What follows belongs to an exercise in optimizing a design on an open flow for small area and a short achievable clock period; a production flow would make more cautious choices.
In this exercise RTL edits were held to simulation tests only and were not proved equivalent to the original.

==> flow/design.v, too long to show whole: its modules and the start of the top module <==
// module dadda_32_reg: 14 lines
// module HA: 5 lines
// module csa_dadda: 6 lines
// module dadda_32: 3345 lines
module dadda_32_reg(clk, A, B, Y);
  // ...
==> flow/flow/run.sh <==
#!/bin/bash
# The standard layout, with timing repair aiming for a setup slack of
# 16.5 ns at the design's 24 ns clock, so that the achieved period shrinks.
bash standard.sh SETUP_SLACK_MARGIN=16.5 finish > standard.log 2>&1
==> flow/standard.sh <==
#!/bin/bash
# synth_recipe.tcl (not shown) runs the flow's synth.tcl, then flattens the netlist and writes it again
# the make line also repeats each setting of config.mk as NAME=value (left out here)
make -C /OpenROAD-flow-scripts/flow DESIGN_CONFIG=/design/flow/config.mk WORK_HOME=/design/flow/orfs CLKGATE_MAP_FILE= SYNTH_SCRIPT=/design/flow/synth_recipe.tcl "${@:-finish}"
==> flow/config.mk <==
export PLATFORM = sky130hd
export DESIGN_NAME = dadda_32_reg
export DESIGN_NICKNAME = dadda_32_reg
export VERILOG_FILES = /design/flow/design.v
export SDC_FILE = /design/flow/constraint.sdc
export NUM_CORES = 4
export LEC_CHECK = 0
export CAP_MARGIN = 20
export CORE_MARGIN = 2
export CORE_UTILIZATION = 40
export SLEW_MARGIN = 20
export SYNTH_HIERARCHICAL = 1
export SYNTH_MINIMUM_KEEP_SIZE = 0
==> flow/constraint.sdc <==
create_clock -name core_clock -period 24.0 [get_ports {clk}]
set_input_delay 4.8000 -clock core_clock [delete_from_list [all_inputs] [get_ports {clk}]]
set_output_delay 4.8000 -clock core_clock [all_outputs]
set_load 0.01 [all_outputs]
==> out/results.txt, run 1 <==
EDFF count, synth: 0
Setup Crit Path Kind: flip-flop to flip-flop
Detail Route met2 WL: 43,400 µm
Post-Synth XOR/XNOR Area: 0.182
Final clock-cell share: 0.0199
Area contributors post-synth: fa_1 (40%), xnor2_1 (17%), a22oi_1 (13%)
startpoint types: flip-flop
Critical Path End: Y[39]
status: finished clean
postcts setup bufs: 0
n_diodes: 0
Crit path depth: 20
initial antenna violation count: 0
ys flop type: dfxtp_1
drt pass-1 iters: 8
met3 Usage GRT: 0.0751
crit path DAT: 7.68 ns
most frequent cells in the layout: fa_1 (528), xnor2_1 (509), a22oi_1 (466)
IO Count: 129
multiplexer share of the synthesized area: 0
Post-Syn Area: 26,300 µm²
multi-input gates: 2,104
post-route ant nets: 0
DRC Markers: 0
most frequent cell after synthesis: fa_1
initial drt markers: 2,577
area occupied by multi-input gates: 22,800 µm²
GP Congestion: 0.890
Critical Path Start: b_r[1]
Final Hold Viols: 0
I/O Buffers: 128
area occupied by registers: 2570 µm²
routing usage on met2: 0.446
final sequential cell count: 128
Die Wd: 261 µm
Syn. warnings: 7
Most flops, register: Y
Seq/Total Area, Yosys: 0.0973
grt peak-use layer: met2
hold-critical path depth: 1
Final Cell Area: 29,000 µm²
==> run 2: changes to the inputs <==
==> flow/flow/run.sh (replaced) <==
#!/bin/bash
# The standard layout, with timing repair aiming for a setup slack of
# 17.5 ns at the design's 24 ns clock, so that the achieved period shrinks.
bash standard.sh SETUP_SLACK_MARGIN=17.5 finish > standard.log 2>&1
==> out/results.txt, run 2 <==
crit-path cells: nand3b_1, o21ai_4, buf_12, buf_12, a22oi_2, xnor2_1, fa_1, fa_2, fa_2, fa_2, fa_1, fa_1, ha_4, nand2_2, or2_4, nor4_4, a21boi_4, buf_6, or2_4, a31o_4, a31o_1, a21oi_2, xor2_1 (was ha_1, buf_4, a22oi_1, xnor2_1, fa_1, fa_1, fa_1, fa_1, fa_1, fa_1, ha_1, nand2_1, or2_1, nor4_2, a21boi_4, o21ai_1, o21ai_4, a21oi_1, nor4b_1, a211oi_1)
Area after DPL: 28,300 µm² (unchanged)
Final Cell Area: 31,300 µm² (was 29,000 µm²)
Layout Nets: 3,234 (was 3,157)
Area contributors post-synth: fa_1 (40%), xnor2_1 (17%), a22oi_1 (13%) (unchanged)
Async SR Flop Fraction: 0 (unchanged)
Final Skew: 0.0241 ns (was 0.0219 ns)
crit path DAT: 7.00 ns (was 7.68 ns)
WP buf/inv: 3 (was 1)
Final setup viols: 0 (unchanged)
IO Count: 129 (unchanged)
vias in the first global route: 23,300 (was 22,700)
largest area contributor in the netlist: fa_1 (unchanged)
Worst Tran Pin Value: 0.869 ns (was 1.07 ns)
Fillers: 5,967 (was 6,185)
Core Region: 65,500 µm² (unchanged)
final max-slew violation count: 0 (unchanged)
Most flops, register: Y (unchanged)
synth cell count leaders: fa_1 (528), xnor2_1 (510), a22oi_1 (466) (unchanged)
Hold Path Class: flip-flop to flip-flop (unchanged)
share of cells above drive strength 1: 0.150 (was 0.0713)
CP max-delay cell: fa_2 (was fa_1)
Final Hold Viols: 0 (unchanged)
EDFF count, synth: 0 (unchanged)
I/O Buffers: 128 (unchanged)
clock tree from TritonCTS: built (unchanged)
CP delay by family, top: adder cells (unchanged)
Slew HR: 0.421 (was 0.284)
RSZ-0062 raised after global routing: yes (unchanged)
top fanout value on the critical path: 8 (was 32)
max FFs per register: 64 (unchanged)
global-route wire length before repair: 146,000 µm (was 141,000 µm)
Data required, critical path: 24.39 ns (was 24.36 ns)
Initial Utilization: 0.402 (unchanged)
area share of the largest cell type after synthesis: 0.401 (unchanged)
post-route minimum period: 6.62 ns (was 7.32 ns)
largest net degree at the start of global routing: 71 (unchanged)
Seq/Total Area, Yosys: 0.0973 (unchanged)
P&R area growth vs syn: 19.1% (was 10.2%)
DR vias: 21,700 (was 20,800)
status: finished clean (unchanged)
cell count after synthesis: 2,541 (unchanged)
delay of the slowest critical-path stage: 0.58 ns (was 0.54 ns)
drt pass-1 iters: 7 (was 8)
post-route ant nets: 0 (unchanged)
Syn Area/Cell: 10.4 µm² (unchanged)
Synth Register Bits: 128 (unchanged)
DR vias/cell: 6.30 (was 6.20)
GP Congestion: 0.890 (unchanged)
Reg clk slew, reported paths: 0.08 ns (about the same)
clk root buf: clkbuf_16 (unchanged)
initial antenna violation count: 0 (unchanged)
DP Wirelength: 60,800 µm (unchanged)
startpoint types: flip-flop (unchanged)
fmax: 0.151 GHz (was 0.137 GHz)
most frequent cell after synthesis: fa_1 (unchanged)
max-cap violations: 0 (unchanged)
Setup WS post-layout: 17.38 ns (was 16.68 ns)
H-tree Lvls: 4 (unchanged)
Worst setup EP type: flip-flop (unchanged)
DRC Markers: 0 (unchanged)
final WL: 97,400 µm (was 92,500 µm)
Syn. warnings: 7 (unchanged)
WL per Instance: 28.3 µm (was 27.5 µm)
ys flop type: dfxtp_1 (unchanged)
TNS Setup: 0 ns (unchanged)
initial drt markers: 2,596 (was 2,577)
clk sinks: 128 (unchanged)
Die Wd: 261 µm (unchanged)
gr usage total: 0.290 (was 0.279)
CTS max path bufs: 2 (unchanged)
clk latency of the worst-skew pair: 0.51 ns (about the same)
DIE HEIGHT: 261 µm (unchanged)
Post-Syn Area: 26,300 µm² (unchanged)
Num CTS Buffers: 17 (unchanged)
most frequent cells in the layout: xnor2_1 (498), fa_1 (498), a22oi_1 (446) (was fa_1 (528), xnor2_1 (509), a22oi_1 (466))
pre-CTS WS: 15.93 ns (unchanged)
GRT Residual Overflow: 0 (unchanged)
fraction of the cycle the final worst path needs: 0.276 (was 0.305)
die area: 67,900 µm² (unchanged)
Setup Crit Path Kind: flip-flop to flip-flop (unchanged)
row count: 94 (unchanged)
CTS Hold Bufs: 0 (unchanged)
Regs by FF count: Y: 64 flops, a_r: 32 flops, b_r: 32 flops (unchanged)
synth unique cells: 63 (unchanged)
-- run 2: cell types whose count changed in the layout (fill, tap and decap cells not counted), moves of 14 or more --
cell and change:
a22oi_1 -20, a22oi_2 +20, buf_12 +29, buf_4 +20, dfxtp_1 -14, fa_1 -30, fa_2 +30, ha_1 -21
ha_4 +24
-- run 2: cells by family (layout without fill, tap and decap cells) --
logic type	Yosys count	after routing	share of synthesized area
AOI/OAI and AO/OA	653	653	0.182
xor gates and xnor gates	547	547	0.182
adders and majority gates	606	606	0.439
buffers and inverters	322	343	0.0459
DFF	128	128	0.0973
other	44	58	0.00627
and+or+nand+nor	241	241	0.0480
-- run 2: worst reg2reg max path: stages, from the launching register on --
cell and delay, ns:
dfxtp_4 0.38, nand3b_1 0.21, o21ai_4 0.13, buf_12 0.18, buf_12 0.15, a22oi_2 0.07, xnor2_1 0.23, fa_1 0.48
fa_2 0.58, fa_2 0.46, fa_2 0.37, fa_1 0.46, fa_1 0.52, ha_4 0.31, nand2_2 0.05, or2_4 0.25
nor4_4 0.39, a21boi_4 0.37, buf_6 0.16, or2_4 0.12, a31o_4 0.19, a31o_1 0.23, a21oi_2 0.08, xor2_1 0.14
-- run 2: path summary, 6_finish.rpt --
kind | start | end | slack, ns | cells after the start
hold / removal | b_r[1] | Y[0] | 0.72 | 2
hold reg to reg | b_r[1] | Y[0] | 0.72 | 2
setup reg to reg | b_r[21] | Y[55] | 17.38 | 23
setup / recovery | b_r[21] | Y[55] | 17.38 | 23
-- run 2: repair_timing --
| action | CTS | global route |
|---|---|---|
| setup buffers | 46 | 18 |
| pin swaps | 51 | 53 |
| cloned | 11 | 2 |
| gates resized for setup | 258 | 77 |
| endpoints found under the hold margin | 0 | 0 |
| setup endpoints to repair | 38 | 34 |
-- run 2: modules after synthesis (local to each module, per instance) --
module / times used / cells inside / flops+latches
csa_dadda: 524 / 1 / 0
HA: 43 / 1 / 0
dadda_32_reg: 1 / 128 / 128
dadda_32: 1 / 1846 / 0
-- run 2: layer usage --
layer | vias up | GRT usage | wire length [µm]
li1 | 8679 | - | -
met1 | 11200 | 0.357 | 35600
met2 | 1486 | 0.463 | 45800
met3 | 344 | 0.0871 | 11000
met4 | 0 | 0.149 | 5020
met5 | - | 0 | 0
-- run 2: cell type report --
type | instances | area [µm²] | area share
multi-input cells | 2104 | 23700 | 0.756
repair buffers | 275 | 3210 | 0.102
flip-flops and latches | 128 | 2620 | 0.0835
well taps | 864 | 1080 | 0.0345
clock buffers | 19 | 443 | 0.0141
inverters | 37 | 169 | 0.00539
clock inverters | 12 | 134 | 0.00427
diodes | 1 | 2.50 | 0.0000798
-- run 2: stage by stage --
| step | std cells | util | hold WS [ns] |
|---|---|---|---|
| global route | 3439 | 0.478 | 0.753 |
| finish | 3440 | 0.478 | 0.720 |
| floorplan | 2554 | - | 0.632 |
| CTS | 3419 | 0.470 | 0.715 |
| global placement | 3330 | 0.432 | 0.730 |
| detailed placement | 3331 | 0.432 | 0.755 |
==> run 3: changes to the inputs <==
==> flow/flow/run.sh (replaced) <==
#!/bin/bash
# The standard layout, with timing repair aiming for a setup slack of
# 18.5 ns at the design's 24 ns clock, so that the achieved period shrinks.
bash standard.sh SETUP_SLACK_MARGIN=18.5 finish > standard.log 2>&1
==> out/results.txt, run 3 <==
Final setup viols: 0 (unchanged)
DP Wirelength: 59,500 µm (was 60,800 µm)
Syn Area/Cell: 10.4 µm² (unchanged)
cell count after synthesis: 2,541 (unchanged)
DRC Markers: 0 (unchanged)
GP Congestion: 0.894 (was 0.890)
gr usage total: 0.306 (was 0.290)
Area after DPL: 28,900 µm² (was 28,300 µm²)
Hold Path Class: flip-flop to flip-flop (unchanged)
Core Region: 65,500 µm² (unchanged)
Die Wd: 261 µm (unchanged)
n_diodes: 0 (was 1)
IO Count: 129 (unchanged)
Layout Nets: 3,366 (was 3,234)
max FFs per register: 64 (unchanged)
ys flop type: dfxtp_1 (unchanged)
Most flops, register: Y (unchanged)
clk latency of the worst-skew pair: 0.52 ns (was 0.51 ns)
clk sinks: 128 (unchanged)
Setup Crit Path Kind: flip-flop to flip-flop (unchanged)
row count: 94 (unchanged)
DIE HEIGHT: 261 µm (unchanged)
largest area contributor in the netlist: fa_1 (unchanged)
FF-to-FF setup slack: 17.41 ns (was 17.38 ns)
Worst Tran Pin Value: 0.644 ns (was 0.869 ns)
Num CTS Buffers: 17 (unchanged)
TNS Setup: 0 ns (unchanged)
Synth Register Bits: 128 (unchanged)
vias in the first global route: 24,300 (was 23,300)
H-tree Lvls: 4 (unchanged)
fin util: 0.516 (was 0.478)
Fillers: 5,606 (was 5,967)
clock tree from TritonCTS: built (unchanged)
status: finished clean (unchanged)
most frequent cells in the layout: fa_1 (476), xnor2_1 (463), a22oi_1 (426) (was xnor2_1 (498), fa_1 (498), a22oi_1 (446))
commonest non-fill, non-tap cell in the layout: fa_1
Final Skew: 0.0585 ns (was 0.0241 ns)
P&R area growth vs syn: 28.5% (was 19.1%)
CTS max path bufs: 2 (unchanged)
Syn. warnings: 7 (unchanged)
tightest hold margin: 0.676 ns (was 0.720 ns)
EDFF count, synth: 0 (unchanged)
final max-slew violation count: 0 (unchanged)
Final Cell Area: 33,800 µm² (was 31,300 µm²)
Seq/Total Area, Yosys: 0.0973 (unchanged)
share of cells above drive strength 1: 0.278 (was 0.150)
WL per Instance: 29.2 µm (was 28.3 µm)
Cell Count, Final, Fillers Out: 3,572 (was 3,440)
startpoint types: flip-flop (unchanged)
post-route minimum period: 6.59 ns (was 6.62 ns)
drt pass-1 iters: 7 (unchanged)
top fanout value on the critical path: 6 (was 8)
crit path DAT: 6.96 ns (was 7.00 ns)
Final Hold Viols: 0 (unchanged)
RSZ-0062 raised after global routing: yes (unchanged)
final WL: 104,000 µm (was 97,400 µm)
GRT Residual Overflow: 0 (unchanged)
initial antenna violation count: 3 (was 0)
Regs by FF count: Y: 64 flops, a_r: 32 flops, b_r: 32 flops (unchanged)
Slew HR: 0.569 (was 0.421)
Area contributors post-synth: fa_1 (40%), xnor2_1 (17%), a22oi_1 (13%) (unchanged)
placed insts: 3,330 (was 3,331)
clk root buf: clkbuf_16 (unchanged)
Initial Utilization: 0.402 (unchanged)
area share of the largest cell type after synthesis: 0.401 (unchanged)
initial drt markers: 2,842 (was 2,596)
Reg clk slew, reported paths: 0.06 ns (was 0.08 ns)
DR vias: 22,600 (was 21,700)
global-route wire length before repair: 153,000 µm (was 146,000 µm)
Post-Syn Area: 26,300 µm² (unchanged)
max-cap violations: 0 (unchanged)
most frequent cell after synthesis: fa_1 (unchanged)
largest net degree at the start of global routing: 63 (was 71)
synth cell count leaders: fa_1 (528), xnor2_1 (510), a22oi_1 (466) (unchanged)
DR vias/cell: 6.31 (was 6.30)
synth unique cells: 63 (unchanged)
Async SR Flop Fraction: 0 (unchanged)
fraction of the cycle the final worst path needs: 0.275 (was 0.276)
post-route ant nets: 0 (unchanged)
CTS Hold Bufs: 0 (unchanged)
fmax: 0.152 GHz (was 0.151 GHz)
Data required, critical path: 24.36 ns (was 24.39 ns)
die area: 67,900 µm² (unchanged)
I/O Buffers: 128 (unchanged)
Worst setup EP type: flip-flop (unchanged)
==> run 3: cell count changes in the layout (fill, tap and decap cells not counted), sizes merged, moves of 2 or more <==
cell and change:
buf +195, clkinvlp -4, clkinv +5, bufbuf +2
clkdlybuf4s50 -64, bufinv -2
==> run 3: stage by stage <==
step           setup WS [ns]
2_1_floorplan          18.09
3_3_place_gp           16.40
6_report               17.41
4_1_cts                17.49
3_5_place_dp           16.15
5_1_grt                17.23
==> run 3: metal layers <==
layer  wire [µm]  vias to the layer above  global-route usage
li1            -                     8936                   -
met1       35900                    11500               0.360
met2       48300                     1694               0.488
met3       12900                      463              0.0955
met4        7270                        4               0.188
met5          23                        -                   0
==> run 3: final cells by class <==
cell class              instances  area (µm²)  share of cell area
multi-input cells            2104       24600               0.727
inverters                      37         158             0.00466
well taps                     864        1080              0.0320
clock inverters                12         100             0.00296
repair buffers                407        4740               0.140
flip-flops and latches        128        2680              0.0793
clock buffers                  20         468              0.0138
==> run 3: worst max-delay path, cell delays in order, from the launching register on <==
cell and delay [ns]:
dfxtp_2 0.34, nand2b_4 0.14, o21ai_4 0.31, clkbuf_16 0.26, a22oi_2 0.08, xnor2_2 0.16
fa_1 0.57, fa_1 0.46, fa_1 0.50, fa_1 0.40, fa_1 0.51, fa_1 0.45
ha_4 0.31, nand4_1 0.16, or2_4 0.31, nor4_4 0.29, a21boi_4 0.33, buf_4 0.16
o211ai_4 0.10, o211ai_4 0.14, buf_6 0.14, a21o_1 0.14, a21oi_2 0.06, xor2_1 0.14
==> run 3: Yosys stat by module (local to each module, per instance) <==
module | cells | times used | flip-flops and latches | cell area [µm²]
dadda_32 | 1846 | 1 | 0 | 13100
csa_dadda | 1 | 524 | 0 | 20.0
dadda_32_reg | 128 | 1 | 128 | 2560
HA | 1 | 43 | 0 | 3.75
==> run 3: worst paths after layout <==
check	end	depth (start not counted)	startpoint
max	Y[59]	23	b_r[20]
min	Y[0]	2	b_r[1]
max reg2reg	Y[59]	23	b_r[20]
min reg2reg	Y[0]	2	b_r[1]
==> run 3: logic make-up (layout without fill, tap and decap cells) <==
kind of cell	Yosys count	in the layout	share of synthesized area
fa+ha+maj	606	606	0.439
flops	128	128	0.0973
simple gates	241	241	0.0480
xor+xnor	547	547	0.182
buf+inv	322	476	0.0459
compound gates	653	653	0.182
other cells	44	57	0.00627
==> run 3: what timing repair did <==
item,in CTS,in global routing
buffers inserted,142,46
endpoints found under the setup margin,112,112
gates resized for setup,573,190
cloned,18,4
pin swaps,104,159
==> run 4: changes to the inputs <==
==> flow/flow/run.sh (replaced) <==
#!/bin/bash
# The standard layout, with timing repair aiming for a setup slack of
# 19.5 ns at the design's 24 ns clock, so that the achieved period shrinks.
bash standard.sh SETUP_SLACK_MARGIN=19.5 finish > standard.log 2>&1
==> out/results.txt, run 4 <==
crit path DAT: 6.96 ns (about the same)
global-route wire length before repair: 152,000 µm (was 153,000 µm)
fmax: 0.152 GHz (about the same)
drt pass-1 iters: 6 (was 7)
top fanout value on the critical path: 34 (was 6)
Hold Path Class: flip-flop to flip-flop (unchanged)
clk latency of the worst-skew pair: 0.50 ns (was 0.52 ns)
Post-Syn Area: 26,300 µm² (unchanged)
final max-slew violation count: 0 (unchanged)
placed insts: 3,325 (was 3,330)
gr usage total: 0.305 (was 0.306)
area occupied by registers: 2710 µm² (was 2680 µm²)
status: finished clean (unchanged)
Core Region: 65,500 µm² (unchanged)
Regs by FF count: Y: 64 flops, a_r: 32 flops, b_r: 32 flops (unchanged)
ys flop type: dfxtp_1 (unchanged)
Num CTS Buffers: 17 (unchanged)
DR vias/cell: 6.26 (was 6.31)
Synth Register Bits: 128 (unchanged)
clk root buf: clkbuf_16 (unchanged)
Layout Nets: 3,305 (was 3,366)
DIE HEIGHT: 261 µm (unchanged)
vias in the first global route: 23,700 (was 24,300)
DR vias: 22,000 (was 22,600)
final WL: 102,000 µm (was 104,000 µm)
Cell Count, Final, Fillers Out: 3,514 (was 3,572)
Initial Utilization: 0.402 (unchanged)
initial drt markers: 2,768 (was 2,842)
Reg clk slew, reported paths: 0.06 ns (about the same)
GRT Residual Overflow: 0 (unchanged)
DRC Markers: 0 (unchanged)
post-route minimum period: 6.57 ns (was 6.59 ns)
commonest non-fill, non-tap cell in the layout: fa_1 (unchanged)
synth unique cells: 63 (unchanged)
Final setup viols: 0 (unchanged)
Async SR Flop Fraction: 0 (unchanged)
most frequent cells in the layout: fa_1 (492), xnor2_1 (465), a22oi_1 (426) (was fa_1 (476), xnor2_1 (463), a22oi_1 (426))
EDFF count, synth: 0 (unchanged)
share of cells above drive strength 1: 0.287 (was 0.278)
Die Wd: 261 µm (unchanged)
Final Skew: 0.0163 ns (was 0.0585 ns)
Syn Area/Cell: 10.4 µm² (unchanged)
Setup Crit Path Kind: flip-flop to flip-flop (unchanged)
die area: 67,900 µm² (unchanged)
Final Hold Viols: 0 (unchanged)
initial antenna violation count: 2 (was 3)
H-tree Lvls: 4 (unchanged)
Area after DPL: 29,500 µm² (was 28,900 µm²)
area occupied by multi-input gates: 24,500 µm² (was 24,600 µm²)
area share of the largest cell type after synthesis: 0.401 (unchanged)
largest area contributor in the netlist: fa_1 (unchanged)
Seq/Total Area, Yosys: 0.0973 (unchanged)
DP Wirelength: 60,300 µm (was 59,500 µm)
CTS max path bufs: 2 (unchanged)
max FFs per register: 64 (unchanged)
cell count after synthesis: 2,541 (unchanged)
IO Count: 129 (unchanged)
Data required, critical path: 24.39 ns (was 24.36 ns)
clock tree from TritonCTS: built (unchanged)
row count: 94 (unchanged)
TNS Setup: 0 ns (unchanged)
post-route ant nets: 0 (unchanged)
most frequent cell after synthesis: fa_1 (unchanged)
synth cell count leaders: fa_1 (528), xnor2_1 (510), a22oi_1 (466) (unchanged)
WL per Instance: 29.2 µm (about the same)
Slew HR: 0.522 (was 0.569)
startpoint types: flip-flop (unchanged)
Worst setup EP type: flip-flop (unchanged)
P&R area growth vs syn: 24.8% (was 28.5%)
I/O Buffers: 128 (unchanged)
Syn. warnings: 7 (unchanged)
Area contributors post-synth: fa_1 (40%), xnor2_1 (17%), a22oi_1 (13%) (unchanged)
CTS Hold Bufs: 0 (unchanged)
tightest hold margin: 0.535 ns (was 0.676 ns)
Final Cell Area: 32,900 µm² (was 33,800 µm²)
GP Congestion: 0.916 (was 0.894)
clk sinks: 128 (unchanged)
Most flops, register: Y (unchanged)
RSZ-0062 raised after global routing: yes (unchanged)
max-cap violations: 0 (unchanged)
Fillers: 5,750 (was 5,606)
largest net degree at the start of global routing: 63 (unchanged)
fraction of the cycle the final worst path needs: 0.274 (was 0.275)
Worst Tran Pin Value: 0.717 ns (was 0.644 ns)
==> run 4: per-layer routing <==
layer / global-route usage / share of wire
met1: 0.369 / 0.35
met2: 0.481 / 0.46
met3: 0.0998 / 0.12
met4: 0.167 / 0.066
met5: 0 / 0
==> run 4: Yosys stat by module, one instance, submodules excluded <==
module | cell area, µm² | cells inside | flops+latches
HA | 3.75 | 1 | 0
csa_dadda | 20.0 | 1 | 0
dadda_32 | 13100 | 1846 | 0
dadda_32_reg | 2560 | 128 | 128
==> run 4: worst max-delay path, stage by stage, from the launching register on <==
cell and delay (ns):
dfxtp_1 0.31, buf_4 0.50, a22oi_1 0.22, xnor2_1 0.22
fa_1 0.46, fa_1 0.52, fa_2 0.62, fa_2 0.47
fa_1 0.49, fa_2 0.61, ha_4 0.23, a21o_1 0.16
a41oi_2 0.20, o31ai_4 0.17, o211ai_2 0.30, o211ai_4 0.16
o41a_4 0.41, o41ai_2 0.35
==> run 4: metrics by stage <==
stage	utilization	setup WS, ns
after floorplan	-	18.09
after global placement	0.450	16.64
after detailed placement	0.450	16.50
after CTS	0.485	17.49
after global routing	0.501	17.28
final	0.502	17.43
==> run 4: timing repair <==
action	in CTS	in global routing
gates resized for setup	689	101
setup endpoints to repair	184	120
cloned	12	3
buffers inserted	83	56
pin swaps	51	65
==> run 4: logic make-up (layout without fill, tap and decap cells) <==
family / Yosys count / after routing / share of synthesized area
other: 44 / 60 / 0.00627
AND/OR/NAND/NOR: 241 / 241 / 0.0480
AO/OA/AOI/OAI: 653 / 654 / 0.182
buffers and inverters: 322 / 414 / 0.0459
XOR/XNOR: 547 / 547 / 0.182
flip-flops: 128 / 128 / 0.0973
adder cells (fa/ha/maj): 606 / 606 / 0.439
==> run 4: worst paths after layout <==
kind	from	endpoint	slack [ns]	depth (start not counted)
worst max-delay path	a_r[11]	Y[63]	17.43	17
worst min-delay path	b_r[1]	Y[0]	0.53	1
worst max register to register	a_r[11]	Y[63]	17.43	17
worst min register to register	b_r[1]	Y[0]	0.53	1
==> run 4: cell type report <==
| cell class | instances | area share |
|---|---|---|
| multi-input cells | 2105 | 0.744 |
| repair buffers | 345 | 0.117 |
| flip-flops and latches | 128 | 0.0826 |
| well taps | 864 | 0.0329 |
| clock buffers | 17 | 0.0129 |
| clock inverters | 15 | 0.00564 |
| inverters | 37 | 0.00465 |
| diodes | 3 | 0.000228 |
==> run 5: changes to the inputs <==
==> flow/run.sh (new file) <==
#!/bin/bash
# synth_recipe.tcl (not shown) runs the flow's synth.tcl, then flattens the netlist and writes it again
# the make line also repeats each setting of config.mk as NAME=value (left out here)
make -C /OpenROAD-flow-scripts/flow DESIGN_CONFIG=/design/flow/config.mk WORK_HOME=/design/flow/orfs CLKGATE_MAP_FILE= SYNTH_SCRIPT=/design/flow/synth_recipe.tcl finish
removed: flow/flow/run.sh
removed: flow/standard.sh
==> out/results.txt, run 5 <==
status: finished clean (unchanged)
Seq/Total Area, Yosys: 0.0973 (unchanged)
gr usage total: 0.279 (was 0.305)
initial antenna violation count: 0 (was 2)
row count: 94 (unchanged)
Area contributors post-synth: fa_1 (40%), xnor2_1 (17%), a22oi_1 (13%) (unchanged)
Synth Register Bits: 128 (unchanged)
CTS Hold Bufs: 0 (unchanged)
Post-Syn Area: 26,300 µm² (unchanged)
top fanout value on the critical path: 23 (was 34)
synth unique cells: 63 (unchanged)
EDFF count, synth: 0 (unchanged)
Fillers: 6,190 (was 5,750)
Syn. warnings: 7 (unchanged)
P&R area growth vs syn: 9.67% (was 24.8%)
most frequent cells in the layout: fa_1 (528), xnor2_1 (510), a22oi_1 (466) (was fa_1 (492), xnor2_1 (465), a22oi_1 (426))
IO Count: 129 (unchanged)
Data required, critical path: 24.36 ns (was 24.39 ns)
vias in the first global route: 22,600 (was 23,700)
GRT Residual Overflow: 0 (unchanged)
tightest hold margin: 0.761 ns (was 0.535 ns)
Async SR Flop Fraction: 0 (unchanged)
area share of the largest cell type after synthesis: 0.401 (unchanged)
DP Wirelength: 60,800 µm (was 60,300 µm)
Regs by FF count: Y: 64 flops, a_r: 32 flops, b_r: 32 flops (unchanged)
RSZ-0062 raised after global routing: no (was yes)
WL per Instance: 27.4 µm (was 29.2 µm)
GP Congestion: 0.890 (was 0.916)
Final Hold Viols: 0 (unchanged)
largest net degree at the start of global routing: 71 (was 63)
postcts setup bufs: 0 (was 83)
largest area contributor in the netlist: fa_1 (unchanged)
H-tree Lvls: 4 (unchanged)
Final Cell Area: 28,900 µm² (was 32,900 µm²)
DRC Markers: 0 (unchanged)
global-route wire length before repair: 141,000 µm (was 152,000 µm)
clk root buf: clkbuf_16 (unchanged)
Area after DPL: 28,300 µm² (was 29,500 µm²)
post-route minimum period: 8.25 ns (was 6.57 ns)
clock tree from TritonCTS: built (unchanged)
startpoint types: flip-flop (unchanged)
CP delay by family, top: adder cells (unchanged)
Setup Crit Path Kind: flip-flop to flip-flop (unchanged)
Reg clk slew, reported paths: 0.08 ns (was 0.06 ns)
Die Wd: 261 µm (unchanged)
I/O Buffers: 128 (unchanged)
Final Skew: 0.0225 ns (was 0.0163 ns)
ys flop type: dfxtp_1 (unchanged)
CP max-delay cell: nor4_1 (was fa_2)
crit-path cells: nor2b_1, inv_2, buf_4, xnor2_1, fa_1, fa_1, fa_1, fa_1, fa_1, fa_1, ha_1, nand2_1, nor4_1, a21boi_2, o21ai_1, o21ai_2, a21oi_1, nor4b_1, a211oi_1 (was buf_4, a22oi_1, xnor2_1, fa_1, fa_1, fa_2, fa_2, fa_1, fa_2, ha_4, a21o_1, a41oi_2, o31ai_4, o211ai_2, o211ai_4, o41a_4, o41ai_2)
CTS max path bufs: 2 (unchanged)
Initial Utilization: 0.402 (unchanged)
Num CTS Buffers: 17 (unchanged)
most frequent cell after synthesis: fa_1 (unchanged)
max-cap violations: 0 (unchanged)
die area: 67,900 µm² (unchanged)
Hold Path Class: flip-flop to flip-flop (unchanged)
final max-slew violation count: 0 (unchanged)
DR vias/cell: 6.22 (was 6.26)
clk sinks: 128 (unchanged)
DR vias: 20,900 (was 22,000)
DIE HEIGHT: 261 µm (unchanged)
max FFs per register: 64 (unchanged)
post-route ant nets: 0 (unchanged)
initial drt markers: 2,576 (was 2,768)
WP buf/inv: 2 (was 1)
Core Region: 65,500 µm² (unchanged)
crit path DAT: 8.61 ns (was 6.96 ns)
fraction of the cycle the final worst path needs: 0.344 (was 0.274)
Layout Nets: 3,157 (was 3,305)
delay of the slowest critical-path stage: 0.66 ns (was 0.62 ns)
clk latency of the worst-skew pair: 0.51 ns (was 0.50 ns)
drt pass-1 iters: 6 (unchanged)
CTS-repair resized insts: 0 (was 689)
synth cell count leaders: fa_1 (528), xnor2_1 (510), a22oi_1 (466) (unchanged)
Worst setup EP type: flip-flop (unchanged)
fmax: 0.121 GHz (was 0.152 GHz)
TNS Setup: 0 ns (unchanged)
commonest non-fill, non-tap cell in the layout: fa_1 (unchanged)
cell count after synthesis: 2,541 (unchanged)
Slew HR: 0.250 (was 0.522)
Most flops, register: Y (unchanged)
FF-to-FF setup slack: 15.75 ns (was 17.43 ns)
Syn Area/Cell: 10.4 µm² (unchanged)
final WL: 92,200 µm (was 102,000 µm)
n_diodes: 0 (was 3)
share of cells above drive strength 1: 0.0653 (was 0.287)
Worst Tran Pin Value: 1.12 ns (was 0.717 ns)
cell repeated most along the worst path: fa_1
Final setup viols: 0 (unchanged)
[run 5: cell counts after synthesis]
No cell type changed its count.
[run 5: cell type report]
cell class | instances | area (µm²) | share of cell area
Clock buffer | 19 | 443 | 0.0153
Clock inverter | 12 | 134 | 0.00464
Inverter | 37 | 139 | 0.00481
Multi-Input combinational cell | 2104 | 22700 | 0.786
Sequential cell | 128 | 2570 | 0.0890
Tap cell | 864 | 1080 | 0.0374
Timing Repair Buffer | 198 | 1820 | 0.0630
[run 5: per-stage QoR]
stage | util | std cells | worst slack (ns)
finish | 0.441 | 3362 | 15.75
global route | 0.441 | 3362 | 15.57
CTS | 0.441 | 3362 | 15.86
detailed placement | 0.432 | 3331 | 15.93
global placement | 0.432 | 3330 | 15.90
floorplan | - | 2554 | 17.62
[run 5: final timing paths]
path                 from  endpoint  cells past startpoint
setup reg to reg  b_r[11]     Y[39]                     19
hold reg to reg    b_r[1]      Y[0]                      1
hold / removal     b_r[1]      Y[0]                      1
setup / recovery  b_r[11]     Y[39]                     19
[run 5: layer usage]
layer / routed length (µm) / part of all wire / up-vias / track usage
met5: 70 / 0.00076 / - / 0.00783
met4: 4310 / 0.047 / 2 / 0.130
met3: 9890 / 0.11 / 285 / 0.0731
met2: 43400 / 0.47 / 1401 / 0.445
met1: 34600 / 0.37 / 10700 / 0.353
li1: - / - / 8513 / -
[run 5: modules after synthesis (local to each module, per instance)]
module | flip-flops and latches | times used | cell area (µm²) | cells inside
dadda_32 | 0 | 1 | 13100 | 1846
HA | 0 | 43 | 3.75 | 1
csa_dadda | 0 | 524 | 20.0 | 1
dadda_32_reg | 128 | 1 | 2560 | 128
[run 5: cell families (layout without fill, tap and decap cells)]
kind of cell,Yosys count,in the layout,share of synthesized area
adder cells (fa/ha/maj),606,606,0.439
AND/OR/NAND/NOR,241,241,0.0480
AO/OA/AOI/OAI,653,653,0.182
other,44,57,0.00627
flip-flops,128,128,0.0973
XOR/XNOR,547,547,0.182
buffers and inverters,322,266,0.0459
[run 5: worst register-to-register path, delay by kind of cell (launching register included)]
| family | cells | cell delay [ns] |
|---|---|---|
| buffers and inverters | 2 | 0.75 |
| XOR/XNOR | 1 | 0.31 |
| AND/OR/NAND/NOR | 4 | 1.71 |
| AO/OA/AOI/OAI | 5 | 1.37 |
| flip-flops | 1 | 0.57 |
| adder cells (fa/ha/maj) | 7 | 3.42 |
==> module HA, before the edit <==
module HA(a, b, Sum, Cout);
input a, b;
output Sum, Cout;
csa_dadda fa(.A(a), .B(b), .Cin(1'b1), .Y(Sum), .Cout(Cout));
endmodule
==> run 6: changes to the inputs <==
--- a/flow/design.v
+++ b/flow/design.v
@@ -16,7 +16,18 @@
 module HA(a, b, Sum, Cout);
 input a, b;
 output Sum, Cout;
-csa_dadda fa(.A(a), .B(b), .Cin(1'b1), .Y(Sum), .Cout(Cout));
+HA_sum s(.a(a), .b(b), .y(Sum));
+HA_carry c(.a(a), .b(b), .y(Cout));
+endmodule
+module HA_sum(a, b, y);
+input a, b;
+output y;
+assign y = ~(a ^ b);
+endmodule
+module HA_carry(a, b, y);
+input a, b;
+output y;
+assign y = a | b;
 endmodule
 module csa_dadda(A,B,Cin,Y,Cout);
 input A,B,Cin;
==> flow/flow/run.sh (new file) <==
#!/bin/bash
# The standard layout, with timing repair aiming for a setup slack of
# 17.5 ns at the design's 24 ns clock, so that the achieved period shrinks.
bash standard.sh SETUP_SLACK_MARGIN=17.5 finish > standard.log 2>&1
==> flow/standard.sh (new file) <==
#!/bin/bash
# synth_recipe.tcl (not shown) runs the flow's synth.tcl, then flattens the netlist and writes it again
# the make line also repeats each setting of config.mk as NAME=value (left out here)
make -C /OpenROAD-flow-scripts/flow DESIGN_CONFIG=/design/flow/config.mk WORK_HOME=/design/flow/orfs CLKGATE_MAP_FILE= SYNTH_SCRIPT=/design/flow/synth_recipe.tcl "${@:-finish}"
--- a/flow/config.mk
+++ b/flow/config.mk
@@ -7,7 +7,7 @@
 export LEC_CHECK = 0
 export CAP_MARGIN = 20
 export CORE_MARGIN = 2
-export CORE_UTILIZATION = 40
+export CORE_UTILIZATION = 55
 export SLEW_MARGIN = 20
 export SYNTH_HIERARCHICAL = 1
 export SYNTH_MINIMUM_KEEP_SIZE = 0
removed: flow/run.sh
==> out/results.txt, run 6 <==
TNS Setup: 0 ns (unchanged)
max FFs per register: 64 (unchanged)
largest area contributor in the netlist: fa_1 (unchanged)
Fillers: 3,693 (was 6,190)
GRT Residual Overflow: 0 (unchanged)
Post-Synth XOR/XNOR Area: 0.199 (was 0.182)
fin util: 0.662 (was 0.441)
DIE HEIGHT: 221 µm (was 261 µm)
Hold Path Class: flip-flop to flip-flop (unchanged)
area occupied by registers: 2650 µm² (was 2570 µm²)
gr usage total: 0.387 (was 0.279)
most frequent cell after synthesis: xnor2_1 (was fa_1)
n_diodes: 0 (unchanged)
clk latency of the worst-skew pair: 0.50 ns (was 0.51 ns)
I/O Buffers: 128 (unchanged)
CTS max path bufs: 2 (unchanged)
DRC Markers: 0 (unchanged)
Worst Tran Pin Value: 0.918 ns (was 1.12 ns)
Synth Area in Simple Gates: 0.0590 (was 0.0480)
Die Wd: 221 µm (was 261 µm)
Initial Utilization: 0.557 (was 0.402)
Core Region: 46,600 µm² (was 65,500 µm²)
Compound-Gate Fraction of Synth Area: 0.185 (was 0.182)
row count: 79 (was 94)
Reg clk slew, reported paths: 0.06 ns (was 0.08 ns)
area occupied by multi-input gates: 23,500 µm² (was 22,700 µm²)
Most flops, register: Y (unchanged)
clock tree from TritonCTS: built (unchanged)
fraction of the cycle the final worst path needs: 0.268 (was 0.344)
Worst setup EP type: flip-flop (unchanged)
synth unique cells: 63 (unchanged)
Slew HR: 0.388 (was 0.250)
synth cell count leaders: xnor2_1 (553), fa_1 (485), a22oi_1 (466) (was fa_1 (528), xnor2_1 (510), a22oi_1 (466))
largest net degree at the start of global routing: 63 (was 71)
Async SR Flop Fraction: 0 (unchanged)
Syn Area/Cell: 10.2 µm² (was 10.4 µm²)
GP Congestion: 0.909 (was 0.890)
Num CTS Buffers: 17 (unchanged)
initial drt markers: 2,954 (was 2,576)
Final Hold Viols: 0 (unchanged)
P&R area growth vs syn: 18.8% (was 9.67%)
multiplexer share of the synthesized area: 0 (unchanged)
post-route minimum period: 6.43 ns (was 8.25 ns)
final max-slew violation count: 0 (unchanged)
fmax: 0.156 GHz (was 0.121 GHz)
H-tree Lvls: 4 (unchanged)
Syn. warnings: 7 (unchanged)
drt pass-1 iters: 7 (was 6)
global-route wire length before repair: 143,000 µm (was 141,000 µm)
DR vias: 21,700 (was 20,900)
Area after DPL: 27,600 µm² (was 28,300 µm²)
DP Wirelength: 59,300 µm (was 60,800 µm)
Synth Area in Adders: 0.412 (was 0.439)
FF-to-FF setup slack: 17.57 ns (was 15.75 ns)
WL per Instance: 30.0 µm (was 27.4 µm)
Layout Nets: 3,178 (was 3,157)
clk sinks: 128 (unchanged)
Final setup viols: 0 (unchanged)
IO Count: 129 (unchanged)
die area: 48,900 µm² (was 67,900 µm²)
vias in the first global route: 22,800 (was 22,600)
Synth Register Bits: 128 (unchanged)
crit path DAT: 6.80 ns (was 8.61 ns)
tightest hold margin: 0.583 ns (was 0.761 ns)
cell count after synthesis: 2,541 (unchanged)
area share of the largest cell type after synthesis: 0.374 (was 0.401)
Setup Crit Path Kind: flip-flop to flip-flop (unchanged)
Data required, critical path: 24.37 ns (was 24.36 ns)
Post-Syn Area: 26,000 µm² (was 26,300 µm²)
commonest non-fill, non-tap cell in the layout: xnor2_1 (was fa_1)
status: finished clean (unchanged)
Regs by FF count: Y: 64 flops, a_r: 32 flops, b_r: 32 flops (unchanged)
clk root buf: clkbuf_16 (unchanged)
ys flop type: dfxtp_1 (unchanged)
RSZ-0062 raised after global routing: yes (was no)
startpoint types: flip-flop (unchanged)
Final Cell Area: 30,800 µm² (was 28,900 µm²)
share of cells above drive strength 1: 0.158 (was 0.0653)
top fanout value on the critical path: 9 (was 23)
final WL: 95,100 µm (was 92,200 µm)
post-route ant nets: 0 (unchanged)
EDFF count, synth: 0 (unchanged)
DR vias/cell: 6.85 (was 6.22)
initial antenna violation count: 0 (unchanged)
main combinational cell family by area after synthesis: adder cells (unchanged)
Seq/Total Area, Yosys: 0.0987 (was 0.0973)
most frequent cells in the layout: xnor2_1 (516), fa_1 (460), a22oi_1 (437) (was fa_1 (528), xnor2_1 (510), a22oi_1 (466))
Final Skew: 0.0187 ns (was 0.0225 ns)
max-cap violations: 0 (unchanged)
Area contributors post-synth: fa_1 (37%), xnor2_1 (19%), a22oi_1 (13%) (was fa_1 (40%), xnor2_1 (17%), a22oi_1 (13%))
run 6: cell types whose count changed after synthesis:
cell and delta:
conb_1 -43, fa_1 -43, or2_1 +43, xnor2_1 +43
run 6: repair_timing:
action / 4_1_cts / 5_1_grt
cloned: 6 / 8
pin swaps: 22 / 64
endpoints found under the setup margin: 34 / 28
setup buffers: 22 / 32
hold buffers: 0 / 0
resized for setup: 212 / 166
run 6: per-stage QoR:
step	std cells	setup WS, ns
finish	3168	17.57
global route	3168	17.44
CTS	3128	17.49
detailed placement	3070	16.59
global placement	3070	16.67
floorplan	2554	17.77
run 6: logic make-up (layout without fill, tap and decap cells):
kind of cell,after synthesis,in the layout
xor+xnor,590,590
other cells,1,14
buf+inv,322,328
compound gates,653,654
flops,128,128
fa+ha+maj,563,563
simple gates,284,284
run 6: modules after synthesis, one instance, submodules excluded, a selection:
module	times used	cells
dadda_32	1	1846
csa_dadda	481	1
HA_sum	43	1
HA_carry	43	1
dadda_32_reg	1	128
run 6: layer usage:
| metal | track usage | routed length, µm | vias to the layer above |
|---|---|---|---|
| li1 | - | - | 8734 |
| met1 | 0.505 | 35000 | 11000 |
| met2 | 0.597 | 43800 | 1596 |
| met3 | 0.106 | 11800 | 357 |
| met4 | 0.187 | 4530 | 0 |
| met5 | 0 | 0 | - |
run 6: cell type report:
class	instances	area share
multi-input cells	2105	0.763
clock inverters	10	0.00528
repair buffers	261	0.101
inverters	37	0.00572
well taps	607	0.0246
flip-flops and latches	128	0.0860
clock buffers	20	0.0145
run 6: worst paths after layout:
| check | startpoint | depth (start not counted) | endpoint |
|---|---|---|---|
| max | b_r[22] | 22 | Y[63] |
| min | b_r[1] | 1 | Y[0] |
| max reg2reg | b_r[22] | 22 | Y[63] |
| min reg2reg | b_r[1] | 1 | Y[0] |
run 6: critical path, stage by stage (launching register included):
cell and delay (ns):
dfxtp_1 0.36, nand2b_4 0.16, o21ai_4 0.20, buf_4 0.15, buf_6 0.14, a22oi_2 0.08
xnor2_2 0.18, fa_1 0.59, fa_1 0.46, fa_1 0.50, fa_1 0.41, fa_1 0.47
fa_2 0.65, ha_4 0.24, a21o_1 0.19, a31oi_4 0.21, or4_4 0.17, o211ai_4 0.09
nand3_2 0.11, o211ai_4 0.10, o41a_4 0.53, a41oi_2 0.21, o41ai_2 0.09
==> run 7: changes to the inputs <==
--- a/flow/config.mk
+++ b/flow/config.mk
@@ -7,7 +7,7 @@
 export LEC_CHECK = 0
 export CAP_MARGIN = 20
 export CORE_MARGIN = 2
-export CORE_UTILIZATION = 55
+export CORE_UTILIZATION = 40
 export SLEW_MARGIN = 20
 export SYNTH_HIERARCHICAL = 1
 export SYNTH_MINIMUM_KEEP_SIZE = 0
==> out/results.txt, run 7 <==
DRC Markers: 0 (unchanged)
crit path DAT: 6.86 ns (was 6.80 ns)
GRT Residual Overflow: 0 (unchanged)
die area: 66,900 µm² (was 48,900 µm²)
fin util: 0.481 (was 0.662)
Slew HR: 0.455 (was 0.388)
EDFF count, synth: 0 (unchanged)
DR vias/cell: 6.30 (was 6.85)
synth cell count leaders: xnor2_1 (553), fa_1 (485), a22oi_1 (466) (unchanged)
Die Wd: 259 µm (was 221 µm)
GP Congestion: 0.908 (was 0.909)
TNS Setup: 0 ns (unchanged)
DR vias: 21,500 (was 21,700)
clk sinks: 128 (unchanged)
Syn Area/Cell: 10.2 µm² (unchanged)
most frequent cell after synthesis: xnor2_1 (unchanged)
post-route minimum period: 6.48 ns (was 6.43 ns)
initial drt markers: 2,482 (was 2,954)
max-cap violations: 0 (unchanged)
Post-Syn Area: 26,000 µm² (unchanged)
P&R area growth vs syn: 19.2% (was 18.8%)
startpoint types: flip-flop (unchanged)
Num CTS Buffers: 17 (unchanged)
final WL: 96,000 µm (was 95,100 µm)
clk root buf: clkbuf_16 (unchanged)
Area contributors post-synth: fa_1 (37%), xnor2_1 (19%), a22oi_1 (13%) (unchanged)
largest net degree at the start of global routing: 55 (was 63)
CTS Hold Bufs: 0 (unchanged)
Worst Tran Pin Value: 0.817 ns (was 0.918 ns)
Final setup viols: 0 (unchanged)
fraction of the cycle the final worst path needs: 0.270 (was 0.268)
placed insts: 3,320 (was 3,070)
I/O Buffers: 128 (unchanged)
area occupied by registers: 2620 µm² (was 2650 µm²)
commonest non-fill, non-tap cell in the layout: xnor2_1 (unchanged)
ys flop type: dfxtp_1 (unchanged)
Final Skew: 0.0270 ns (was 0.0187 ns)
delay of the slowest critical-path stage: 0.66 ns (was 0.65 ns)
Cell Count, Final, Fillers Out: 3,417 (was 3,168)
Seq/Total Area, Yosys: 0.0987 (unchanged)
Data required, critical path: 24.38 ns (was 24.37 ns)
area occupied by multi-input gates: 23,400 µm² (was 23,500 µm²)
max FFs per register: 64 (unchanged)
largest area contributor in the netlist: fa_1 (unchanged)
Hold Path Class: flip-flop to flip-flop (unchanged)
Synth Register Bits: 128 (unchanged)
crit-path cells: ha_4, buf_12, buf_4, a22oi_2, xnor2_2, fa_2, fa_1, fa_1, fa_2, fa_1, fa_2, ha_4, a21o_1, a31oi_2, or4_4, o211ai_4, nand3_2, o211ai_4, o41a_4, a41oi_2, o41ai_2 (was nand2b_4, o21ai_4, buf_4, buf_6, a22oi_2, xnor2_2, fa_1, fa_1, fa_1, fa_1, fa_1, fa_2, ha_4, a21o_1, a31oi_4, or4_4, o211ai_4, nand3_2, o211ai_4, o41a_4, a41oi_2, o41ai_2)
share of cells above drive strength 1: 0.153 (was 0.158)
Regs by FF count: Y: 64 flops, a_r: 32 flops, b_r: 32 flops (unchanged)
top fanout value on the critical path: 10 (was 9)
final max-slew violation count: 0 (unchanged)
fmax: 0.154 GHz (was 0.156 GHz)
Async SR Flop Fraction: 0 (unchanged)
RSZ-0062 raised after global routing: yes (unchanged)
pre-CTS WS: 16.22 ns (was 16.59 ns)
FF-to-FF setup slack: 17.52 ns (was 17.57 ns)
synth unique cells: 63 (unchanged)
gr usage total: 0.288 (was 0.387)
CP max-delay cell: fa_2 (unchanged)
CTS max path bufs: 2 (unchanged)
status: finished clean (unchanged)
drt pass-1 iters: 7 (unchanged)
tightest hold margin: 0.581 ns (was 0.583 ns)
post-route ant nets: 0 (unchanged)
clock tree from TritonCTS: built (unchanged)
Reg clk slew, reported paths: 0.06 ns (about the same)
vias in the first global route: 23,100 (was 22,800)
n_diodes: 0 (unchanged)
Layout Nets: 3,177 (was 3,178)
area share of the largest cell type after synthesis: 0.374 (unchanged)
Fillers: 5,831 (was 3,693)
Worst setup EP type: flip-flop (unchanged)
Syn. warnings: 7 (unchanged)
Setup WS post-layout: 17.52 ns (was 17.57 ns)
clk latency of the worst-skew pair: 0.51 ns (was 0.50 ns)
Initial Utilization: 0.403 (was 0.557)
Setup Crit Path Kind: flip-flop to flip-flop (unchanged)
H-tree Lvls: 4 (unchanged)
DIE HEIGHT: 259 µm (was 221 µm)
Final Hold Viols: 0 (unchanged)
cell count after synthesis: 2,541 (unchanged)
Core Region: 64,300 µm² (was 46,600 µm²)
IO Count: 129 (unchanged)
WL per Instance: 28.1 µm (was 30.0 µm)
most frequent cells in the layout: xnor2_1 (528), fa_1 (460), a22oi_1 (439) (was xnor2_1 (516), fa_1 (460), a22oi_1 (437))
Most flops, register: Y (unchanged)
initial antenna violation count: 0 (unchanged)
row count: 93 (was 79)
DP Wirelength: 59,300 µm (about the same)
global-route wire length before repair: 144,000 µm (was 143,000 µm)
[run 7: cell count changes in the layout (fill, tap and decap cells not counted), moves of 7 or more]
cell     previous run  this run
dfxtp_4            20        11
ha_1               48        55
xnor2_2            36        23
xnor2_1           516       528
buf_8               6        13
[run 7: timing repair]
item | 4_1_cts | 5_1_grt
endpoints found under the setup margin | 35 | 28
pin swaps | 32 | 80
setup buffers | 28 | 27
gates cloned | 7 | 3
resized for setup | 229 | 116
[run 7: kinds of logic (layout without fill, tap and decap cells)]
family	after synthesis	in the layout	share of synthesized area
other	1	14	0.000145
adders and majority gates	563	563	0.412
xor gates and xnor gates	590	590	0.199
and+or+nand+nor	284	284	0.0590
buffers and inverters	322	330	0.0466
DFF	128	128	0.0987
AOI/OAI and AO/OA	653	653	0.185
[run 7: layout make-up]
class                           instances  area share
Sequential cell                       128      0.0848
Timing Repair Buffer                  261      0.0992
Multi-Input combinational cell       2104       0.756
Tap cell                              855      0.0346
Inverter                               37     0.00591
Clock buffer                           19      0.0143
Clock inverter                         13     0.00526
[run 7: stage by stage]
step	area (µm²)
3_5_place_dp	27900
2_1_floorplan	26000
5_1_grt	30900
6_report	30900
4_1_cts	30100
3_3_place_gp	27900
[run 7: per-module statistics from Yosys, one instance, submodules excluded, excerpt]
module / times used / cells
dadda_32: 1 / 1846
dadda_32_reg: 1 / 128
csa_dadda: 481 / 1
HA_sum: 43 / 1
HA_carry: 43 / 1
[run 7: path summary, 6_finish.rpt]
path                 from     to  cells after the start
hold reg to reg    b_r[1]   Y[0]                      1
setup reg to reg  b_r[19]  Y[63]                     21
hold / removal     b_r[1]   Y[0]                      1
setup / recovery  b_r[19]  Y[63]                     21
[run 7: routing by layer]
| layer | up-vias | wire length (µm) | GRT usage |
|---|---|---|---|
| met5 | - | 0 | 0 |
| met4 | 0 | 5940 | 0.166 |
| met3 | 379 | 11300 | 0.0902 |
| met2 | 1510 | 43900 | 0.451 |
| met1 | 10900 | 34900 | 0.350 |
| li1 | 8732 | - | - |
[run 7: critical path, delay by kind of cell (launching register included)]
family          cells  cell delay, ns
fa+ha+maj           8            3.81
xor+xnor            1            0.19
simple gates        2            0.29
compound gates      8            1.38
buf+inv             2            0.30
flops               1            0.37
==> run 8: changes to the inputs <==
==> flow/flow/run.sh (replaced) <==
#!/bin/bash
# The standard layout, with timing repair aiming for a setup slack of
# 17.5 ns at the design's 24 ns clock, so that the achieved period shrinks,
# and the smallest buffer on each port.
bash standard.sh SETUP_SLACK_MARGIN=17.5 'BUFFER_PORTS_ARGS=-buffer_cell sky130_fd_sc_hd__buf_1' finish > standard.log 2>&1
--- a/flow/config.mk
+++ b/flow/config.mk
@@ -7,7 +7,7 @@
 export LEC_CHECK = 0
 export CAP_MARGIN = 20
 export CORE_MARGIN = 2
-export CORE_UTILIZATION = 40
+export CORE_UTILIZATION = 55
 export SLEW_MARGIN = 20
 export SYNTH_HIERARCHICAL = 1
 export SYNTH_MINIMUM_KEEP_SIZE = 0
==> out/results.txt, run 8 <==
status: finished clean (unchanged)
reg2reg start: b_r[29] (was b_r[19])
vias in the first global route: 22,600 (was 23,100)
EDFF count, synth: 0 (unchanged)
Async SR Flop Fraction: 0 (unchanged)
GP Congestion: 0.896 (was 0.908)
FF-to-FF path depth: 20 (was 21)
hold path start: b_r[1] (unchanged)
Area contributors post-synth: fa_1 (37%), xnor2_1 (19%), a22oi_1 (13%) (unchanged)
Syn Area/Cell: 10.2 µm² (unchanged)
WL per Instance: 29.1 µm (was 28.1 µm)
DR vias/cell: 6.76 (was 6.30)
CTS max path bufs: 2 (unchanged)
IO Count: 129 (unchanged)
gr usage total: 0.375 (was 0.288)
initial antenna violation count: 1 (was 0)
Worst setup EP type: flip-flop (unchanged)
GRT Residual Overflow: 0 (unchanged)
Layout Nets: 3,157 (was 3,177)
top fanout value on the critical path: 32 (was 10)
row count: 79 (was 93)
Initial Utilization: 0.557 (was 0.403)
fraction of the cycle the final worst path needs: 0.268 (was 0.270)
startpoint types: flip-flop (unchanged)
Final Hold Viols: 0 (unchanged)
I/O Buffers: 128 (unchanged)
global-route wire length before repair: 138,000 µm (was 144,000 µm)
DRC Markers: 0 (unchanged)
FF-to-FF setup slack: 17.57 ns (was 17.52 ns)
die area: 48,900 µm² (was 66,900 µm²)
Die Wd: 221 µm (was 259 µm)
n_diodes: 0 (unchanged)
clk sinks: 128 (unchanged)
initial drt markers: 2,731 (was 2,482)
area share of the largest cell type after synthesis: 0.374 (unchanged)
reg-to-reg endpoint: Y[62] (was Y[63])
ys flop type: dfxtp_1 (unchanged)
Regs by FF count: Y: 64 flops, a_r: 32 flops, b_r: 32 flops (unchanged)
max-cap violations: 0 (unchanged)
synth cell count leaders: xnor2_1 (553), fa_1 (485), a22oi_1 (466) (unchanged)
Worst Tran Pin Value: 0.749 ns (was 0.817 ns)
Syn. warnings: 7 (unchanged)
crit path DAT: 6.80 ns (was 6.86 ns)
Hold Path End: Y[0] (unchanged)
pre-CTS WS: 16.53 ns (was 16.22 ns)
Core Region: 46,600 µm² (was 64,300 µm²)
TNS Setup: 0 ns (unchanged)
Post-Syn Area: 26,000 µm² (unchanged)
Seq/Total Area, Yosys: 0.0987 (unchanged)
hold-critical path depth: 1 (unchanged)
Num CTS Buffers: 17 (unchanged)
commonest non-fill, non-tap cell in the layout: xnor2_1 (unchanged)
final WL: 91,500 µm (was 96,000 µm)
Data required, critical path: 24.37 ns (was 24.38 ns)
Reg clk slew, reported paths: 0.06 ns (about the same)
DP Wirelength: 58,600 µm (was 59,300 µm)
Hold Path Class: flip-flop to flip-flop (unchanged)
Setup WS post-layout: 17.57 ns (was 17.52 ns)
cell count after synthesis: 2,541 (unchanged)
post-route ant nets: 0 (unchanged)
share of cells above drive strength 1: 0.137 (was 0.153)
P&R area growth vs syn: 13.4% (was 19.2%)
max FFs per register: 64 (unchanged)
fmax: 0.156 GHz (was 0.154 GHz)
final max-slew violation count: 0 (unchanged)
most frequent cell after synthesis: xnor2_1 (unchanged)
drt pass-1 iters: 6 (was 7)
Most flops, register: Y (unchanged)
DR vias: 21,300 (was 21,500)
clk latency of the worst-skew pair: 0.50 ns (was 0.51 ns)
synth unique cells: 63 (unchanged)
Final Skew: 0.0249 ns (was 0.0270 ns)
Synth Register Bits: 128 (unchanged)
largest net degree at the start of global routing: 66 (was 55)
largest area contributor in the netlist: fa_1 (unchanged)
Setup Crit Path Kind: flip-flop to flip-flop (unchanged)
clk root buf: clkbuf_16 (unchanged)
RSZ-0062 raised after global routing: yes (unchanged)
clock tree from TritonCTS: built (unchanged)
DIE HEIGHT: 221 µm (was 259 µm)
H-tree Lvls: 4 (unchanged)
post-route minimum period: 6.43 ns (was 6.48 ns)
Final setup viols: 0 (unchanged)
Slew HR: 0.501 (was 0.455)
most frequent cells in the layout: xnor2_1 (510), fa_1 (478), a22oi_1 (437) (was xnor2_1 (528), fa_1 (460), a22oi_1 (439))
==> run 8: kinds of logic (layout without fill, tap and decap cells) <==
logic type	after synthesis	after routing	synth area share
DFF	128	128	0.0987
buffers and inverters	322	310	0.0466
AOI/OAI and AO/OA	653	653	0.185
adders and majority gates	563	563	0.412
other	1	14	0.000145
and+or+nand+nor	284	284	0.0590
xor gates and xnor gates	590	590	0.199
==> run 8: per-module statistics from Yosys, one instance, submodules excluded, excerpt <==
module        cell area (µm²)  flops+latches
dadda_32                13100              0
dadda_32_reg             2560            128
csa_dadda                20.0              0
HA_sum                   8.76              0
HA_carry                 6.26              0
==> run 8: worst max path at each step <==
stage,from,end,slack (ns),cells past startpoint
6_report,b_r[29],Y[62],17.57,20
5_1_grt,b_r[20],Y[62],17.46,21
4_1_cts,a_r[15],Y[63],17.49,18
3_5_place_dp,b_r[31],Y[63],16.53,19
3_3_place_gp,b_r[31],Y[62],16.61,20
2_1_floorplan,b_r[21],Y[59],17.77,21
==> run 8: cell type report <==
type	count	area [µm²]
multi-input cells	2104	23300
fillers	3842	17100
flip-flops and latches	128	2630
repair buffers	241	1950
well taps	607	759
clock buffers	21	470
inverters	37	193
clock inverters	11	154
==> run 8: timing repair <==
action                                  CTS  global route
gates cloned                              3             4
hold buffers                              0             0
gates resized for setup                 171           152
setup buffers                            18            20
pin swaps                                13            21
endpoints found under the setup margin   35            30
endpoints found under the hold margin     0             0
==> run 8: metal layers <==
metal / wire length (µm) / track usage / share of wire
met4: 4830 / 0.185 / 0.053
met3: 11000 / 0.105 / 0.12
met5: 19 / 0 / 0.00021
met1: 34100 / 0.488 / 0.37
met2: 41500 / 0.577 / 0.45
==> run 8: through the flow <==
| stage | util | hold slack (ns) | cells | area, µm² |
|---|---|---|---|---|
| 2_1_floorplan | - | 0.632 | 2554 | 26000 |
| 3_3_place_gp | 0.575 | 0.670 | 3072 | 26800 |
| 3_5_place_dp | 0.575 | 0.686 | 3072 | 26800 |
| 4_1_cts | 0.609 | 0.572 | 3125 | 28400 |
| 5_1_grt | 0.632 | 0.602 | 3149 | 29400 |
| 6_report | 0.632 | 0.576 | 3149 | 29400 |
==> run 8: worst max-delay path: stages, from the launching register on <==
cell and delay [ns]:
dfxtp_2 0.36, ha_1 0.34, buf_12 0.23, a22oi_1 0.14
xnor2_1 0.27, fa_1 0.48, fa_1 0.53, fa_1 0.45
fa_1 0.40, fa_1 0.56, fa_1 0.44, ha_2 0.42
a21o_1 0.18, a31oi_4 0.05, or4_4 0.57, o211ai_4 0.13
nand3_2 0.14, o211ai_4 0.13, o41a_4 0.22, a21oi_1 0.09
xor2_1 0.14

separate check: timing with driven ports:
The flow's constraints put no driver on any port. The routed layouts listed below were extracted and timed again, unchanged, in two steps. Step 1, drivers: a clkbuf_16 drives clk and a buf_2 each remaining input, both assumed. Step 2 adds t to the input delays and takes it off the output delays; t is the mean of the earliest and latest rising clock arrival at the registers after step 1. Input paths then give back, and output paths get back, about the clock's delay inside the block. Slacks: ideal / step 1 / step 2; pairs: ideal / step 1.
run | t (ns) | slack for setup (ns) | worst setup path at the end
run 1 | 0.563 | 16.682 / 16.682 / 16.682 | register to register
run 2 | 0.564 | 17.384 / 17.384 / 17.384 | register to register
run 3 | 0.550 | 17.405 / 17.405 / 17.405 | register to register
run 4 | 0.558 | 17.432 / 17.432 / 17.432 | register to register
run 5 | 0.562 | 15.755 / 15.755 / 15.755 | register to register
run 6 | 0.556 | 17.569 / 17.569 / 17.569 | register to register
run 7 | 0.564 | 17.522 / 17.522 / 17.522 | register to register
run 8 | 0.548 | 17.570 / 17.570 / 17.570 | register to register
After both steps every run listed still meets setup and hold.
